Background: an optimization exercise with open tools, aiming at small area. Do not read the settings as production practice.
Function was checked by simulation only, so behaviour that the tests miss may differ from the original.

Design ToneGenerator, start of the top module:
module ToneGenerator (S, clk, rst, out);
   input [3:0] S;
   input       clk;
   input       rst;
   output reg  out;
   reg [3:0] c16;
   always @(posedge clk) c16 <= rst ? 4'd0 : c16 + 4'd1;
   wire w2  = c16[0];
   wire w4  = &c16[1:0];
   wire w8  = &c16[2:0];
   wire w16 = &c16;
   reg  [1:0] c3;
   wire w3 = c3[1];
   always @(posedge clk) c3 <= (rst | w3) ? 2'd1 : {~c3[0], c3[0] & c3[1]};
   reg  [3:0] c11;
   wire w11 = c11[0] & ~c11[3];
   always @(posedge clk) c11 <= (rst | w11) ? 4'd13 : {~c11[2], ~c11[1], ~c11[0], c11[3] & ~c11[0]};
   reg  [3:0] c13;
   wire w13 = c13[0] & c13[1] & c13[3];
   always @(posedge clk) c13 <= (rst | w13) ? 4'd0 : {~c13[2], ~c13[1], ~c13[0], c13[0] ^ c13[3]};
   reg  [4:0] c23;
   wire w23 = ~c23[1] & c23[2] & c23[4];
   always @(posedge clk) c23 <= (rst | w23) ? 5'd3 : {~c23[3], ~c23[2], ~c23[1], ~c23[0], ~(c23[2] ^ c23[4])};
   reg  [4:0] c29;
   wire w29 = c29[0] & c29[1] & c29[3] & ~c29[4];
   always @(posedge clk) c29 <= (rst | w29) ? 5'd0 : {~c29[3], ~c29[2], ~c29[1], ~c29[0], ~(c29[1] ^ c29[4])};
   reg  [5:0] c37;
   wire w37 = c37[0] & c37[4] & ~c37[5];
   always @(posedge clk) c37 <= (rst | w37) ? 6'd5 : {~c37[4], ~c37[3], ~c37[2], ~c37[1], ~c37[0], c37[0] ^ c37[5]};
   reg  [5:0] c41;
   wire w41 = ~c41[1] & c41[2] & ~c41[3] & ~c41[5];
   always @(posedge clk) c41 <= (rst | w41) ? 6'd0 : {~c41[4], ~c41[3], ~c41[2], ~c41[1], ~c41[0], c41[0] ^ c41[5]};
   reg  [5:0] c43;
   wire w43 = c43[0] & ~c43[2] & c43[4] & c43[5];
   always @(posedge clk) c43 <= (rst | w43) ? 6'd0 : {~c43[4], ~c43[3], ~c43[2], ~c43[1], ~c43[0], c43[4] ^ c43[5]};
   reg  [6:0] c71;
   wire w71 = ~c71[0] & ~c71[1] & ~c71[2] & ~c71[4];
  ...
Size in the first run: ~450 cells after synthesis, roughly 7 I/O pins, ~4000 um2 of cells after synthesis.
export LEC_CHECK = 0
export CAP_MARGIN = 20
export CORE_MARGIN = 2
export CORE_UTILIZATION = 40
export SLEW_MARGIN = 20
create_clock -name core_clock -period 20.0 [get_ports {clk}]
standard.sh (not shown) runs the stock make flow with config.mk's settings and CLKGATE_MAP_FILE= SYNTH_SCRIPT=/design/flow/synth_recipe.tcl, a recipe that flattens the netlist after the stock synthesis.
==> flow/flow/run.sh <==
#!/bin/bash
# Own layout flow. The standard synthesis runs unchanged; then the
# combinational cells of its netlist are re-synthesized for area with ABC
# (24 runs: twelve &deepsyn seeds, each with and without a Yosys opt
# pass first, four at a time; the smallest result is kept) while every register
# instance stays as it is (same names and cells). Floorplan, placement, CTS
# and routing are the standard ones, with clkbuf_4 clock-tree buffers, no
# dummy clock loads and buf_1 port buffers. Each tool logs to its own file.
set -euo pipefail
W=$(pwd)
F=$W/flow
R=$W/orfs/results/$FLOW_PLATFORM/ToneGenerator/base
LIB=$FLOW_HOME/platforms/$FLOW_PLATFORM/lib/sky130_fd_sc_hd__tt_025C_1v80.lib
YOSYS=$(command -v yosys || echo /OpenROAD-flow-scripts/tools/install/yosys/bin/yosys)

bash standard.sh synth > $W/1_standard_synth.log 2>&1
cp $R/1_2_yosys.v $W/standard_netlist.v

# a run is PREP.SEED: PREP a (plain) or b (opt -full first), SEED the &deepsyn seed
SEEDS=""
for p in a b; do for k in 0 1 2 3 4 5 6 7 8 9 10 11; do SEEDS="$SEEDS $p$k"; done; done
n=0
for s in $SEEDS; do
  sed -e "s|@SEED@|${s:1}|" $F/area.abc > $W/area_$s.abc
  ys=$F/reopt.ys; [[ ${s:0:1} == b ]] && ys=$F/reopt_full.ys
  sed -e "s|@LIB@|$LIB|g" -e "s|@IN@|$W/standard_netlist.v|" -e "s|@OUT@|$W/reopt_$s.v|" \
      -e "s|@ABC@|$W/area_$s.abc|" $ys > $W/reopt_$s.ys
  $YOSYS -s $W/reopt_$s.ys > $W/2_reopt_$s.log 2>&1 &
  n=$((n + 1))
  if (( n % 4 == 0 )); then wait || true; fi
done
wait || true
best=""; besta=""
for s in $SEEDS; do
  a=$(grep "Chip area" $W/2_reopt_$s.log | tail -1 | awk '{print $NF}' || true)
  echo "seed $s: $a" >> $W/2_reopt_choice.log
  if [[ -n "$a" && -s $W/reopt_$s.v ]] && { [[ -z "$besta" ]] || awk -v a="$a" -v b="$besta" 'BEGIN{exit !(a<b)}'; }; then
    best=$s; besta=$a
  fi
done
echo "chosen: seed $best ($besta)" >> $W/2_reopt_choice.log
cp $W/reopt_$best.v $R/1_2_yosys.v
rm -f $R/1_synth.odb $R/1_synth.sdc
bash standard.sh synth > $W/3_synth_odb.log 2>&1

export CTS_ARGS="$(cat $F/cts_args)"
export BUFFER_PORTS_ARGS="-buffer_cell sky130_fd_sc_hd__buf_1"
bash standard.sh finish > $W/4_finish.log 2>&1
Other scripts of this flow, unchanged in this note and not shown: flow/flow/area.abc, flow/flow/cts_args, flow/flow/reopt.ys, flow/flow/reopt_full.ys
The first run completed without violations.
Edit:
--- a/flow/flow/run.sh
+++ b/flow/flow/run.sh
@@ -4 +4 @@
-# (24 runs: twelve &deepsyn seeds, each with and without a Yosys opt
+# (36 runs: eighteen &deepsyn seeds, each with and without a Yosys opt
@@ -21 +21 @@
-for p in a b; do for k in 0 1 2 3 4 5 6 7 8 9 10 11; do SEEDS="$SEEDS $p$k"; done; done
+for p in a b; do for k in 0 1 2 3 4 5 6 7 8 9 10 11 12 13 14 15 16 17; do SEEDS="$SEEDS $p$k"; done; done
Non-clock buffer count is unchanged.
Die area is unchanged.
Worst hold slack does not change.
Synthesized cell count does not change.
Synthesized area stays the same.
Setup slack is unchanged.

## what the ideal ports hide
How much do the figures lean on ideal ports? The routed layouts below were timed once more, with nothing changed but the port constraints. Step 1 (the two cells are an assumption about what drives the block):
set clk [get_ports {clk}]
set_driving_cell -lib_cell sky130_fd_sc_hd__clkbuf_16 $clk
set_driving_cell -lib_cell sky130_fd_sc_hd__buf_2 [delete_from_list [all_inputs] $clk]
Step 2 adds t to the input delays and takes it off the output delays; t is the mean of the earliest and latest rising clock arrival at the registers after step 1. Input paths then give back, and output paths get back, about the clock's delay inside the block. Slacks: ideal / step 1 / step 2; pairs: ideal / step 1.
| run | t (ns) | setup slack, ns | hold slack, ns | worst setup path after step 2 | worst slew at a driven data input, ns |
|---|---|---|---|---|---|
| the first run | 0.510 | 13.118 / 13.119 / 12.609 | 0.368 / 0.368 / 0.368 | input to register | 0.03 |
| the second run | 0.510 | 13.118 / 13.119 / 12.609 | 0.368 / 0.368 / 0.368 | input to register | 0.03 |
After both steps setup and hold are still met in every run listed.
